Source: an optimization exercise on an open RTL-to-GDS flow (aim: small area, a short achievable clock period and few clock cycles). Production flows keep margins and buffers that such runs may drop. At most, simulation tests tie the RTL to the original design; equivalence was not proved. Power is estimated from default activity; no workload was simulated.

## seq_mult
module seq_mult #(parameter n = 32)
				(input start, rst, clk,
				input [n-1:0] a, b,
				output valid,
				output [2*n-1:0] result);
	reg [31:0] breg;
	reg [34:0] hs, hc;
	reg [7:0] sl, cl;
	reg [23:0] l;
	reg        lb;
	reg [3:0] p1, p2, n1, n2;    
	reg [1:0]  cnt;
	reg        run, vld;
	wire [3:0] ng = n1 | n2;
	wire [33:0] pp0 = {~ng[0], ({33{p1[0]}} & {1'b0, breg}) | ({33{p2[0]}} & {breg, 1'b0}) | ({33{n1[0]}} & ~{1'b0, breg}) | ({33{n2[0]}} & ~{breg, 1'b0})};
	wire [33:0] pp1 = {~ng[1], ({33{p1[1]}} & {1'b0, breg}) | ({33{p2[1]}} & {breg, 1'b0}) | ({33{n1[1]}} & ~{1'b0, breg}) | ({33{n2[1]}} & ~{breg, 1'b0})};
	wire [33:0] pp2 = {~ng[2], ({33{p1[2]}} & {1'b0, breg}) | ({33{p2[2]}} & {breg, 1'b0}) | ({33{n1[2]}} & ~{1'b0, breg}) | ({33{n2[2]}} & ~{breg, 1'b0})};
	wire [33:0] pp3 = {~ng[3], ({33{p1[3]}} & {1'b0, breg}) | ({33{p2[3]}} & {breg, 1'b0}) | ({33{n1[3]}} & ~{1'b0, breg}) | ({33{n2[3]}} & ~{breg, 1'b0})};
	wire s1, c2;
	wire s3, c4;
	wire s5, c6;
	wire s7, c8;
	wire s9, c10;
	wire s11, c12;
	wire s13, c14;
	wire s15, c16;
	wire s17, c18;
	wire s19, c20;
	wire s21, c22;
	wire s23, c24;
	wire s25, c26;
	wire s27, c28;
	wire s29, c30;
	wire s31, c32;
	wire s33, c34;
	wire s35, c36;
	wire s37, c38;
	wire s39, c40;
	wire s41, c42;
	wire s43, c44;
	wire s45, c46;
	wire s47, c48;
	wire s49, c50;
	wire s51, c52;
	wire s53, c54;
	wire s55, c56;
	wire s57, c58;
  ...
export LEC_CHECK = 0
export CAP_MARGIN = 20
export CORE_MARGIN = 2
export CORE_UTILIZATION = 40
export SETUP_SLACK_MARGIN = 1.5
export SLEW_MARGIN = 20
create_clock -name core_clock -period 5.0 [get_ports {clk}]
standard.sh (not shown) runs the stock make flow with config.mk's settings and CLKGATE_MAP_FILE= SYNTH_SCRIPT=/design/flow/synth_recipe.tcl, a recipe that flattens the netlist after the stock synthesis.
==> flow/flow/run.sh <==
#!/bin/bash
# The standard layout, with the port buffers made of buf_1 cells
# instead of the default clkdlybuf4s50_1. The make output goes to make.log.
set -euo pipefail
bash standard.sh "BUFFER_PORTS_ARGS=-buffer_cell sky130_fd_sc_hd__buf_1" finish > make.log 2>&1
Testbench counts at the start, summed over its fixed seeds: cycles 9,600.
Edit:
Settings changed: SETUP_SLACK_MARGIN 1.5 to default.
=> Setup slack is worse by 290 ps; critical path depth rose by 1; hold slack is better by 7.4 ps; fmax fell by a few percent; design area fell by roughly a tenth; sequential cell count is unchanged.
Edit:
Settings changed: CORE_UTILIZATION 40 to 65.
After rerunning:
- The changed run ran to the end with no violations
- cell area falls by about 1.1%
- critical path depth does not change
- fmax falls by 2.2%
- first-iteration DRC count rises by about 17%
- sequential share of layout area rises by 0.28 points
- worst hold slack gets worse by 4.3 ps
- total power rises by 1.1%
Edit:
Settings changed: CORE_UTILIZATION 65 to 40, SETUP_SLACK_MARGIN from default to 1.0.
Final cell count came out higher by roughly a tenth.
Sequential cell count is unchanged.
Routed wire length came out higher by a little under a tenth.
Synthesized area is unchanged.
Non-clock buffer count came out higher by 24.
Via count came out lower slightly.
Sequential power came out higher slightly.

========
Another version of the RTL of seq_mult (not shown whole).
Size in the first run: ~150 flip-flops, ~130 I/O pins.
clock: 5.0 ns
lec_check: 0
abc_area: 1
cap_margin: 20
core_margin: 2
core_utilization: 40
cts_buf_list: sky130_fd_sc_hd__clkbuf_8
setup_slack_margin: 1.3
slew_margin: 20
synth_hierarchical: 1
Scripts as last shown in full above: flow/flow/run.sh
Testbench counts at the start, summed over its fixed seeds: cycles 8,000.
Change:
Settings changed: CORE_UTILIZATION 40 to 55, CTS_BUF_LIST sky130_fd_sc_hd__clkbuf_8 to not set.
The changed run completed with no timing, DRC or antenna violations. Die area falls by 27%. Clock-buffer cell count rises by 1. Routed wire length falls by 5.9%. Clock power rises by 34%. Area after synthesis stays the same. Power rises by 2.1%. Hold slack is worse by 4.0 ps. Combinational power falls by about 2%. Worst setup slack is better by 24 ps. Flip-flop and latch count stays the same. Non-clock buffer count rises by 13.
Change:
Settings changed: CORE_UTILIZATION 55 to 40, CTS_CLUSTER_DIAMETER set to 150, CTS_CLUSTER_SIZE set to 40.
After rerunning: Non-clock buffer count goes down by 16; register-to-register slack is better by 20 ps; total power goes up by 1.1%.
Change:
Settings changed: CTS_CLUSTER_DIAMETER 150 to not set, CTS_CLUSTER_SIZE 40 to not set, SETUP_SLACK_MARGIN 1.3 to 1.45.
Design area increases by 2.0%.
Routed wire length came out higher by 1.3%.
Register-to-register slack gains 90 ps.
Clock skew is higher by 4.9 ps.
Setup slack improves by 86 ps.

========
run 1:
seq_mult, a different RTL version from the one above (not shown whole).
For scale: about 1800 cells after synthesis, about 160 flip-flops, ~130 I/O pins, ~14000 µm² of cells after synthesis.
clock: 5.0 ns
lec_check: 0
cap_margin: 20
core_margin: 2
core_utilization: 40
setup_slack_margin: 1.0
slew_margin: 20
Scripts as last shown in full above: flow/flow/run.sh
Edits applied to the flow inputs when going from run 1 to run 2:
Settings: putting ABC_AREA at 1 where nothing was set.
Against run 1, run 2 comes in 0.59% higher on global placer's final weighted congestion.
Run 2 went all the way through synthesis, placement and routing and the layout is clean on timing, DRC and antenna.
Sum of routed wire length over all layers delta (run 2 − run 1): unfavourable
Cmp run 1 and run 2 / count of distinct cell types in the synthesized netlist / lower: run 2
Compared with run 1, run 2 shows maximum operating frequency higher by 5.5%.
A startpoint of the most critical setup path of cl[6] is what run 1 shows, while start belongs to run 2.
Run 2 vs. run 1: fraction of power consumed by the clock network held, latest clock arrival within the worst-skew pair held.
Global-route wire length before repair sits higher in run 2 than in run 1.
When run 2 is measured against run 1, its post-detailed-placement half-perimeter wirelength turns out 6.5 mm higher.
No functional check of the RTL was part of any run of this note.

========
seq_mult, a different RTL version from the one above (not shown whole).
For scale: ~1,900 cells after synthesis, about 150 flip-flops, ~130 I/O pins, roughly 0.014 mm^2 of cells after synthesis.
Design seq_mult, start of the top module:
module seq_mult #(parameter n = 32)
				(input start, rst, clk,
				input [n-1:0] a, b,
				output valid,
				output [2*n-1:0] result);
clock: 5.0 ns
lec_check: 0
abc_area: 1
cap_margin: 20
core_margin: 2
core_utilization: 40
setup_slack_margin: 1.6
slew_margin: 20
synth_hierarchical: 1
Scripts as last shown in full above: flow/flow/run.sh
Edit:
- SETUP_SLACK_MARGIN: 1.6 -> 1.3
Effect:
- The changed run completed without violations
- routed wire length falls by a few percent
- final cell count is lower slightly
- power decreases by a few percent
- die area does not change
- count of clock-buffer cells in the layout is unchanged
- hold slack hardly moves
Function was not checked in any run of this note: the RTL went through the layout flow alone.

========
Setup of maple:
RTL: one of the versions met above, not the one the previous note started from.
Size: about 1400 cells after synthesis, about 150 flip-flops, about 0.013 sq mm of cells after synthesis.
Design seq_mult, start of the top module:
module seq_mult #(parameter n = 32)
				(input start, rst, clk,
				input [n-1:0] a, b,
				output valid,
				output [2*n-1:0] result);
export LEC_CHECK = 0
export CAP_MARGIN = 20
export CORE_MARGIN = 2
export CORE_UTILIZATION = 40
export SETUP_SLACK_MARGIN = 1.3
export SLEW_MARGIN = 20
export SYNTH_HIERARCHICAL = 1
create_clock -name core_clock -period 5.0 [get_ports {clk}]
Scripts as last shown in full above: flow/flow/run.sh
maple completed; timing, DRC and antenna clean
Testbench counts of maple, summed over its fixed seeds: cycles 8,000.
Input changes introduced in nickel (baseline for comparison: maple):
-- flow/config.mk --
<<< maple, line 8
>>> nickel, line 8
export ABC_AREA = 1
==> comparison <==
maple ended up with adder cells as its main combinational cell family by area after synthesis; nickel ended up with simple AND/OR/NAND/NOR gates. As far as clock buffer and inverter area fraction after layout is concerned, maple and nickel perform about the same. nickel — wire length on met2 about 15% higher, maple as reference. Minimum period implied by the final worst setup slack: nickel and maple compared, lower one is nickel. On fraction of met1 tracks used by global routing: between nickel and maple, it ends up higher for nickel. nickel ended with less share of the core filled with cells in the final layout than maple. nickel ends up with a final period utilization that is 12 points lower than in maple. Summary of nickel over maple: number of violations reported at the end of detailed-routing iteration 0 increased 38%, worst path setup slack after routing picked up an extra 580 ps, highest achievable clock rate now larger, half-perimeter wire length of the detailed placement result picked up an extra 6200 um.
Changes in pepper relative to nickel:
-- flow/config.mk --
<<< nickel, line 12
>>> pepper, line 12
export PLACE_DENSITY = 0.75
### Flow results
- Summary: worst vdd rail ir drop, pepper better than nickel
- Summary of pepper over nickel: part of the total power dissipated in the clock network higher; cell count roughly the same.
- pepper -> nickel: multi-input combinational cell count flat
- For clock insertion delay at the later pin of the skew report, pepper and nickel come out practically identical.
- pepper ends up with a global-route usage that is 1.3 points lower than in nickel.
- There was hardly any difference in hold slack between nickel and pepper.

afterwards: timing with drivers on the ports:
Ports are ideal in the flow. The routed layouts listed here were re-timed in OpenROAD.
Step 1 (the two cells are an assumption about what drives the block):
set clk [get_ports {clk}]
set_driving_cell -lib_cell sky130_fd_sc_hd__clkbuf_16 $clk
set_driving_cell -lib_cell sky130_fd_sc_hd__buf_2 [delete_from_list [all_inputs] $clk]
Step 2, shift: input delay + t, output delay - t, t = (earliest + latest rising clock arrival at the registers) / 2. This alone moves slack from input paths to output paths.
a / b / c = no drivers / after step 1 / after step 2; a / b = the first two.
run | shift t [ns] | setup WS [ns] | hold slack, ns | worst register clock-pin slew, ns
the first run of note 1 | 0.508 | 0.830 / 0.780 / 1.288 | 0.483 / 0.483 / 0.483 | 0.09 / 0.09
the second run of note 1 | 0.508 | 0.539 / 0.489 / 0.998 | 0.490 / 0.490 / 0.490 | 0.09 / 0.09
the third run of note 1 | 0.500 | 0.440 / 0.389 / 0.889 | 0.486 / 0.486 / 0.486 | 0.09 / 0.09
the fourth run of note 1 | 0.511 | 0.962 / 0.910 / 1.421 | 0.489 / 0.490 / 0.490 | 0.09 / 0.09
the first run of note 2 | 0.532 | 1.383 / 1.365 / 0.910 | 0.461 / 0.461 / 0.461 | 0.11 / 0.11
the second run of note 2 | 0.481 | 1.407 / 1.395 / 1.025 | 0.457 / 0.457 / 0.457 | 0.07 / 0.07
the third run of note 2 | 0.494 | 1.426 / 1.401 / 0.973 | 0.454 / 0.454 / 0.454 | 0.07 / 0.07
the fourth run of note 2 | 0.490 | 1.512 / 1.486 / 1.068 | 0.458 / 0.458 / 0.458 | 0.07 / 0.07
run 1 | 0.499 | 0.980 / 0.928 / 0.669 | 0.476 / 0.476 / 0.476 | 0.08 / 0.08
run 2 | 0.497 | 1.190 / 1.206 / 0.708 | 0.446 / 0.446 / 0.446 | 0.08 / 0.08
the first run of note 4 | 0.484 | 1.636 / 1.633 / 1.173 | 0.463 / 0.463 / 0.463 | 0.07 / 0.07
the second run of note 4 | 0.488 | 1.460 / 1.425 / 1.027 | 0.465 / 0.465 / 0.465 | 0.07 / 0.07
maple | 0.481 | 0.850 / 0.799 / 0.960 | 0.462 / 0.462 / 0.462 | 0.08 / 0.08
nickel | 0.494 | 1.426 / 1.401 / 0.973 | 0.454 / 0.454 / 0.454 | 0.07 / 0.07
pepper | 0.490 | 1.377 / 1.377 / 0.975 | 0.456 / 0.456 / 0.456 | 0.07 / 0.07
After both steps every run listed still meets setup and hold. The setup slack of run 2, which loses most, moves by +0.016 ns with the drivers and by -0.482 ns with both steps.
